Source: an optimization exercise on an open RTL-to-GDS flow (aim: small area and a short achievable clock period). Production flows keep margins and buffers that such runs may drop. The RTL was checked by simulation tests, not by an equivalence proof against the original design.

--- design/flow/design.v ---
module dff #(
    parameter DATA_WIDTH = 33
) (
    input clk,
    input rst_n,
    input [DATA_WIDTH-1:0] d,
    output reg [DATA_WIDTH-1:0] q
);
always @(posedge clk or negedge rst_n) begin
    if (!rst_n) begin
        q <= 0;
    end else begin
        q <= d;
    end
end
endmodule
module filter #(
    parameter DATA_WIDTH = 16
) 
(
    input                               clk,
    input                               rst_n,
    input   signed [DATA_WIDTH-1:0]     FilterIn,
    input                               ValidIn,
    output reg signed [32:0]           data_out,
    output reg                         ValidOut
);
localparam signed [16:0] h1     =   17'b00000001010110111; 
localparam signed [16:0] h2     =   17'b00000000011111101;
localparam signed [16:0] h3     =   17'b11111101100110010;
localparam signed [16:0] h4     =   17'b11111010111110110;
localparam signed [16:0] h5     =   17'b11111100100110101;
localparam signed [16:0] h6     =   17'b00000101000001001;
localparam signed [16:0] h7     =   17'b00010010100001000;
localparam signed [16:0] h8     =   17'b00011111001011110;
localparam signed [16:0] h9     =   17'b00100100010111110;
localparam signed [16:0] h10    =   17'b00011111001011110;
localparam signed [16:0] h11    =   17'b00010010100001000;
localparam signed [16:0] h12    =   17'b00000101000001001;
localparam signed [16:0] h13    =   17'b11111100100110101;
localparam signed [16:0] h14    =   17'b11111010111110110;
localparam signed [16:0] h15    =   17'b11111101100110010; 
localparam signed [16:0] h16    =   17'b00000000011111101;
localparam signed [16:0] h17    =   17'b00000001010110111;
reg signed [15:0] data_in_0;
wire signed [15:0] data_in_delay_0_0;
wire signed [32:0] data_in_delay_1;
wire signed [32:0] data_in_delay_2;
wire signed [32:0] data_in_delay_3;
wire signed [32:0] data_in_delay_4;
wire signed [32:0] data_in_delay_5;
wire signed [32:0] data_in_delay_6;
wire signed [32:0] data_in_delay_7;
wire signed [32:0] data_in_delay_8;
wire signed [32:0] data_in_delay_9;
wire signed [32:0] data_in_delay_10;
wire signed [32:0] data_in_delay_11;
wire signed [32:0] data_in_delay_12;
wire signed [32:0] data_in_delay_13;
wire signed [32:0] data_in_delay_14;
wire signed [32:0] data_in_delay_15;
wire signed [32:0] data_in_delay_16;
wire signed [32:0] mul1;
wire signed [32:0] mul2;
wire signed [32:0] mul3;    
wire signed [32:0] mul4;
wire signed [32:0] mul5;
wire signed [32:0] mul6;    
wire signed [32:0] mul7;
wire signed [32:0] mul8;
wire signed [32:0] mul9;
wire signed [32:0] mul10;
wire signed [32:0] mul11;
wire signed [32:0] mul12;
wire signed [32:0] mul13;
wire signed [32:0] mul14;
wire signed [32:0] mul15;
wire signed [32:0] mul16;
wire signed [32:0] mul17;
wire signed [32:0] add1;
wire signed [32:0] add2;
wire signed [32:0] add3;
wire signed [32:0] add4;
wire signed [32:0] add5;
wire signed [32:0] add6;
wire signed [32:0] add7;
wire signed [32:0] add8;
wire signed [32:0] add9;
wire signed [32:0] add10;
wire signed [32:0] add11;
wire signed [32:0] add12;
wire signed [32:0] add13;
wire signed [32:0] add14;
wire signed [32:0] add15;
wire signed [32:0] add16;
reg [4:0] num_taps_and_delay;
always @(*) begin
    if (ValidIn) begin
        data_in_0 = FilterIn;
    end else begin
        data_in_0 = 0;
    end
end
always @(posedge clk or negedge rst_n) begin
    if (!rst_n) begin
        ValidOut <= 0;
        data_out <= 0;
        num_taps_and_delay <= 0;
    end else if (ValidIn) begin
        ValidOut <= 1;
        data_out <= add16;
        num_taps_and_delay <= 5'd17;
    end else if (num_taps_and_delay > 1) begin
        num_taps_and_delay <= num_taps_and_delay - 1;
        ValidOut <= 1;
        data_out <= add16;
    end else begin
        ValidOut <= 0;
        data_out <= 0;
    end
end
dff dff_0 (.clk(clk), .rst_n(rst_n), .d(mul1), .q(data_in_delay_1));
dff dff_1 (.clk(clk), .rst_n(rst_n), .d(add1), .q(data_in_delay_2));
dff dff_2 (.clk(clk), .rst_n(rst_n), .d(add2), .q(data_in_delay_3));
dff dff_3 (.clk(clk), .rst_n(rst_n), .d(add3), .q(data_in_delay_4));
dff dff_4 (.clk(clk), .rst_n(rst_n), .d(add4), .q(data_in_delay_5));
dff dff_5 (.clk(clk), .rst_n(rst_n), .d(add5), .q(data_in_delay_6));
dff dff_6 (.clk(clk), .rst_n(rst_n), .d(add6), .q(data_in_delay_7));
dff dff_7 (.clk(clk), .rst_n(rst_n), .d(add7), .q(data_in_delay_8));
dff dff_8 (.clk(clk), .rst_n(rst_n), .d(add8), .q(data_in_delay_9));
dff dff_9 (.clk(clk), .rst_n(rst_n), .d(add9), .q(data_in_delay_10));
dff dff_10 (.clk(clk), .rst_n(rst_n), .d(add10), .q(data_in_delay_11));
dff dff_11 (.clk(clk), .rst_n(rst_n), .d(add11), .q(data_in_delay_12));
dff dff_12 (.clk(clk), .rst_n(rst_n), .d(add12), .q(data_in_delay_13));
dff dff_13 (.clk(clk), .rst_n(rst_n), .d(add13), .q(data_in_delay_14));
dff dff_14 (.clk(clk), .rst_n(rst_n), .d(add14), .q(data_in_delay_15));
dff dff_15 (.clk(clk), .rst_n(rst_n), .d(add15), .q(data_in_delay_16));
assign mul1     = data_in_0 * h17; 
assign mul2     = data_in_0 * h16;
assign mul3     = data_in_0 * h15;
assign mul4     = data_in_0 * h14;
assign mul5     = data_in_0 * h13;
assign mul6     = data_in_0 * h12; 
assign mul7     = data_in_0 * h11;
assign mul8     = data_in_0 * h10;
assign mul9     = data_in_0 * h9;
assign mul10    = data_in_0 * h8;
assign mul11    = data_in_0 * h7; 
assign mul12    = data_in_0 * h6;
assign mul13    = data_in_0 * h5;
assign mul14    = data_in_0 * h4;
assign mul15    = data_in_0 * h3;
assign mul16    = data_in_0 * h2;
assign mul17    = data_in_0 * h1;
assign add1 = data_in_delay_1 + mul2;
assign add2 = data_in_delay_2 + mul3;
assign add3 = data_in_delay_3 + mul4;
assign add4 = data_in_delay_4 + mul5;
assign add5 = data_in_delay_5 + mul6;
assign add6 = data_in_delay_6 + mul7;
assign add7 = data_in_delay_7 + mul8;
assign add8 = data_in_delay_8 + mul9;
assign add9 = data_in_delay_9 + mul10;
assign add10 = data_in_delay_10 + mul11;
assign add11 = data_in_delay_11 + mul12;
assign add12 = data_in_delay_12 + mul13;
assign add13 = data_in_delay_13 + mul14;
assign add14 = data_in_delay_14 + mul15;
assign add15 = data_in_delay_15 + mul16;
assign add16 = data_in_delay_16 + mul17;
endmodule
--- design/flow/constraint.sdc ---
create_clock -name core_clock -period 10.5 [get_ports {clk}]
set_input_delay 2.1000 -clock core_clock [delete_from_list [all_inputs] [get_ports {clk}]]
set_output_delay 2.1000 -clock core_clock [all_outputs]
set_load 0.01 [all_outputs]
--- design/flow/run.sh ---
#!/bin/bash
# synth_recipe.tcl (not shown) runs the flow's synth.tcl, then flattens the netlist and writes it again
# the make line also repeats each setting of config.mk as NAME=value (left out here)
make -C /OpenROAD-flow-scripts/flow DESIGN_CONFIG=/design/flow/config.mk WORK_HOME=/design/flow/orfs CLKGATE_MAP_FILE= SYNTH_SCRIPT=/design/flow/synth_recipe.tcl finish
--- design/flow/config.mk ---
export PLATFORM = sky130hd
export DESIGN_NAME = filter
export DESIGN_NICKNAME = filter
export VERILOG_FILES = /design/flow/design.v
export SDC_FILE = /design/flow/constraint.sdc
export NUM_CORES = 4
export LEC_CHECK = 0
export CAP_MARGIN = 20
export CORE_MARGIN = 2
export CORE_UTILIZATION = 40
export SLEW_MARGIN = 20
==> results.cfg <==
[run_status]
status = finished clean

[worst_setup_path]
critical-path-top-cell-by-count = sky130_fd_sc_hd__fa_1
worst-r2r-setup-slack_ns = 6.32
timing.critical_path.max_delay_family = adder cells
kind_of_critical_path = input port to flop
capturing_element_type_of_the_critical_path = flop
timing.critical_path.slowest_stage_cell = sky130_fd_sc_hd__clkdlybuf4s50_1
cp_data_arrival_time_ns = 10.41
r2r.worst_path.cells = 15
r2r_end = dff_13.q[31]$_DFF_PN0_
critPathBufInv = 5
cp_slowest_stage_delay_ns = 0.84
crit_fanout = 10
cp.required_ns = 11.10
worstReg2RegStart = dff_12.q[2]$_DFF_PN0_
critPathLaunchType = input port

[synthesis]
yosys-top-cells-count = sky130_fd_sc_hd__inv_1 (1001), sky130_fd_sc_hd__ha_1 (998), sky130_fd_sc_hd__xnor2_1 (592), sky130_fd_sc_hd__dfrtp_1 (556), sky130_fd_sc_hd__a21oi_1 (555)
synth_enable_flop_cells = 0
post_synth.cell_area_avg_um2 = 9.25
synthAdderAreaFrac = 0.343
ys_dominant_reg_cell = sky130_fd_sc_hd__dfrtp_1
ys_async_sr_fraction = 1.00
synth.top_cells.by_area = sky130_fd_sc_hd__dfrtp_1 (21%), sky130_fd_sc_hd__ha_1 (19%), sky130_fd_sc_hd__fa_1 (15%)
synth.yosys.warnings = 2
syn_nets = 8641
synth_largest_area_cell = sky130_fd_sc_hd__dfrtp_1
synth.lib_cells_used.distinct = 95
netlist_instances = 7120
synth.ff_latch_count = 556
post_synth_and_or_nand_nor_area_fraction = 0.102
proportion_of_netlist_area_held_by_the_largest_area_contributor = 0.211
synth_compound_area_frac = 0.175
post-synth-top-count-cell = sky130_fd_sc_hd__inv_1
synth_top_family_by_area = adder cells
synth-seq-area-share = 0.211
post_synthesis_instance_area_um2 = 65800
synthXorXnorAreaFrac = 0.104
yosys-mux-area-fraction = 0.00184

[final_layout]
fin_nets = 9040
drive_above_1_share = 0.0746
postLayoutCoreUtil = 0.453
layout.filler_cells = 15700
synthToLayoutAreaGrowth_pct = 12.2

[die]
placementRows = 148
die_area_um2 = 168000
vertical_extent_of_the_die_um = 410
initial_core_utilization = 0.404
design.core.area_um2 = 163000
die_w_um = 410
pin_count = 53

[worst_hold_path]
min-delay-path-class = flop to flop
min_to = dff_6.q[0]$_DFF_PN0_
timing.hold.worst.start = dff_5.q[0]$_DFF_PN0_
whs_path_depth = 0

[routing]
num_vias = 53200
drt-vias-per-instance = 5.46
route.antenna.remaining_nets = 0
post_dr_wirelength_cell_um = 23.3
detail_route.drc_violations = 0
drt_first_iter_violations = 4087
drtPass1Iterations = 5
detail_route.wirelength_mm = 227

[clocking]
post_cts_buffers = 0
post_cts_hold_buffer_count = 0
tritoncts = yes
clk_root_buffer_cell = sky130_fd_sc_hd__clkbuf_16
post_cts_gate_resize_count = 0
cts_sinks = 556
clock_tree.buffer_depth = 3
cts_max_level = 3
worst_setup_hold_path_clk_slew_ns = 0.05
numCtsBuffers = 72
clock_latency_on_the_worst_skew_pair_ns = 0.70

[global_route]
grt_first_pass_wirelength_mm = 341
first_global_vias = 55000
gr_util_all_layers = 0.270
grt-ovfl-total = 0
antenna_found_initial = 7
grt_start_max_net_pins = 158

[place]
hpwlAfterDp_mm = 190
gp_routability_congestion = 1.02
place.port_buffers = 52

[timing]
tns_ns = 0
drv_slew = 0
final-hold-violation-count = 0
maxSlewHeadroom = 0.144
setup_violations = 0
period_minus_slack_ns = 9.81
finalCritPeriodShare = 0.934
top_achievable_clock_speed_ghz = 0.102
unrepaired_setup_endpoints_after_global_routing = false
worst_case_clock_skew_ns = 0.0306
tightestPinTransition_ns = 1.27

[run]
cap_violations = 0
## layer usage
metal / global-route usage / part of all wire / up-vias
met1: 0.350 / 0.43 / 26300
met4: 0.131 / 0.054 / 2
met3: 0.0319 / 0.051 / 382
met5: 0 / 0.000057 / -
li1: - / - / 25100
met2: 0.446 / 0.46 / 1461
## stage by stage
step	instance area (um2)	setup WS [ns]	hold slack, ns	instances
4_1_cts	73900	0.760	0.348	9747
5_1_grt	73900	0.188	0.348	9749
3_5_place_dp	71500	0.0848	0.335	9620
6_report	73900	0.692	0.346	9749
3_3_place_gp	71500	0.101	0.332	9620
2_1_floorplan	65900	0.0101	0.331	7120
## worst max-delay path by stage
stage / end / cells past startpoint / slack (ns) / startpoint
finish: dff_7.q[31]$_DFF_PN0_ / 30 / 0.69 / FilterIn[8]
global route: dff_7.q[31]$_DFF_PN0_ / 34 / 0.19 / FilterIn[8]
CTS: dff_7.q[31]$_DFF_PN0_ / 35 / 0.76 / FilterIn[12]
detailed placement: dff_7.q[31]$_DFF_PN0_ / 35 / 0.08 / FilterIn[12]
global placement: dff_7.q[31]$_DFF_PN0_ / 35 / 0.10 / FilterIn[12]
floorplan: dff_8.q[29]$_DFF_PN0_ / 36 / 0.01 / ValidIn
## worst reg2reg max path: cells and delay by family (launching register included)
kind,cells,cell delay (ns)
compound gates,9,2.50
simple gates,2,0.40
xor+xnor,1,0.18
fa+ha+maj,1,0.16
buf+inv,2,0.41
flops,1,0.43
## cell families after synthesis
group | count (synthesis)
AO/OA/AOI/OAI | 1769
XOR/XNOR | 778
adder cells (fa/ha/maj) | 1502
buffers and inverters | 1098
flip-flops | 556
multiplexers | 12
AND/OR/NAND/NOR | 1405
## final cells by class
type,instances,area (um2),area share
Antenna cell,2,5.00,0.0000677
Clock buffer,97,2070,0.0280
Clock inverter,30,338,0.00457
Inverter,1010,3790,0.0513
Multi-Input combinational cell,5466,47800,0.646
Sequential cell,556,13900,0.188
Tap cell,2175,2720,0.0368
Timing Repair Buffer,413,3300,0.0446
## cell usage in the layout, fill, tap and decap left out, types with 22 or more instances in the layout
cell                              count
sky130_fd_sc_hd__inv_1             1000
sky130_fd_sc_hd__ha_1               998
sky130_fd_sc_hd__xnor2_1            592
sky130_fd_sc_hd__dfrtp_1            556
sky130_fd_sc_hd__a21oi_1            555
sky130_fd_sc_hd__fa_1               504
sky130_fd_sc_hd__nor2_1             414
sky130_fd_sc_hd__buf_4              356
sky130_fd_sc_hd__nand2_1            348
sky130_fd_sc_hd__a21o_1             309
sky130_fd_sc_hd__o21ai_0            285
sky130_fd_sc_hd__xor2_1             183
sky130_fd_sc_hd__nand3_1            112
sky130_fd_sc_hd__o21bai_1            98
sky130_fd_sc_hd__nor3_1              95
sky130_fd_sc_hd__nand2b_1            94
sky130_fd_sc_hd__and3_1              90
sky130_fd_sc_hd__o21a_1              88
sky130_fd_sc_hd__clkbuf_16           75
sky130_fd_sc_hd__nor2b_1             72
sky130_fd_sc_hd__a31oi_1             53
sky130_fd_sc_hd__and2_1              48
sky130_fd_sc_hd__clkdlybuf4s50_1     48
sky130_fd_sc_hd__a211oi_1            42
sky130_fd_sc_hd__nand4_1             40
sky130_fd_sc_hd__o211ai_1            30
sky130_fd_sc_hd__o31ai_1             28
sky130_fd_sc_hd__a21boi_0            28
sky130_fd_sc_hd__a31o_2              26
sky130_fd_sc_hd__or3_1               22

[static timing again, ports no longer ideal]
The flow's constraints put no driver on any port. The routed layout listed below was extracted and timed again, unchanged, in two steps. Step 1 assumes that a clkbuf_16 drives the clock port and a buf_2 every other input. Step 2 also shifts input and output timing later by t, the mid clock arrival at the registers, as if the neighbouring blocks saw the same clock. Slacks: no drivers / after step 1 / after step 2; pairs: no drivers / after step 1.
t (ns): 0.770
slack for setup (ns): 0.692 / 0.610 / -0.160
worst setup path after step 2: input to register
worst register clock-pin slew, ns: 0.08 / 0.08
Met with ideal ports but missed after step 2: setup timing in this run. The setup slack of this run moves by -0.082 ns with the drivers and by -0.852 ns with both steps.
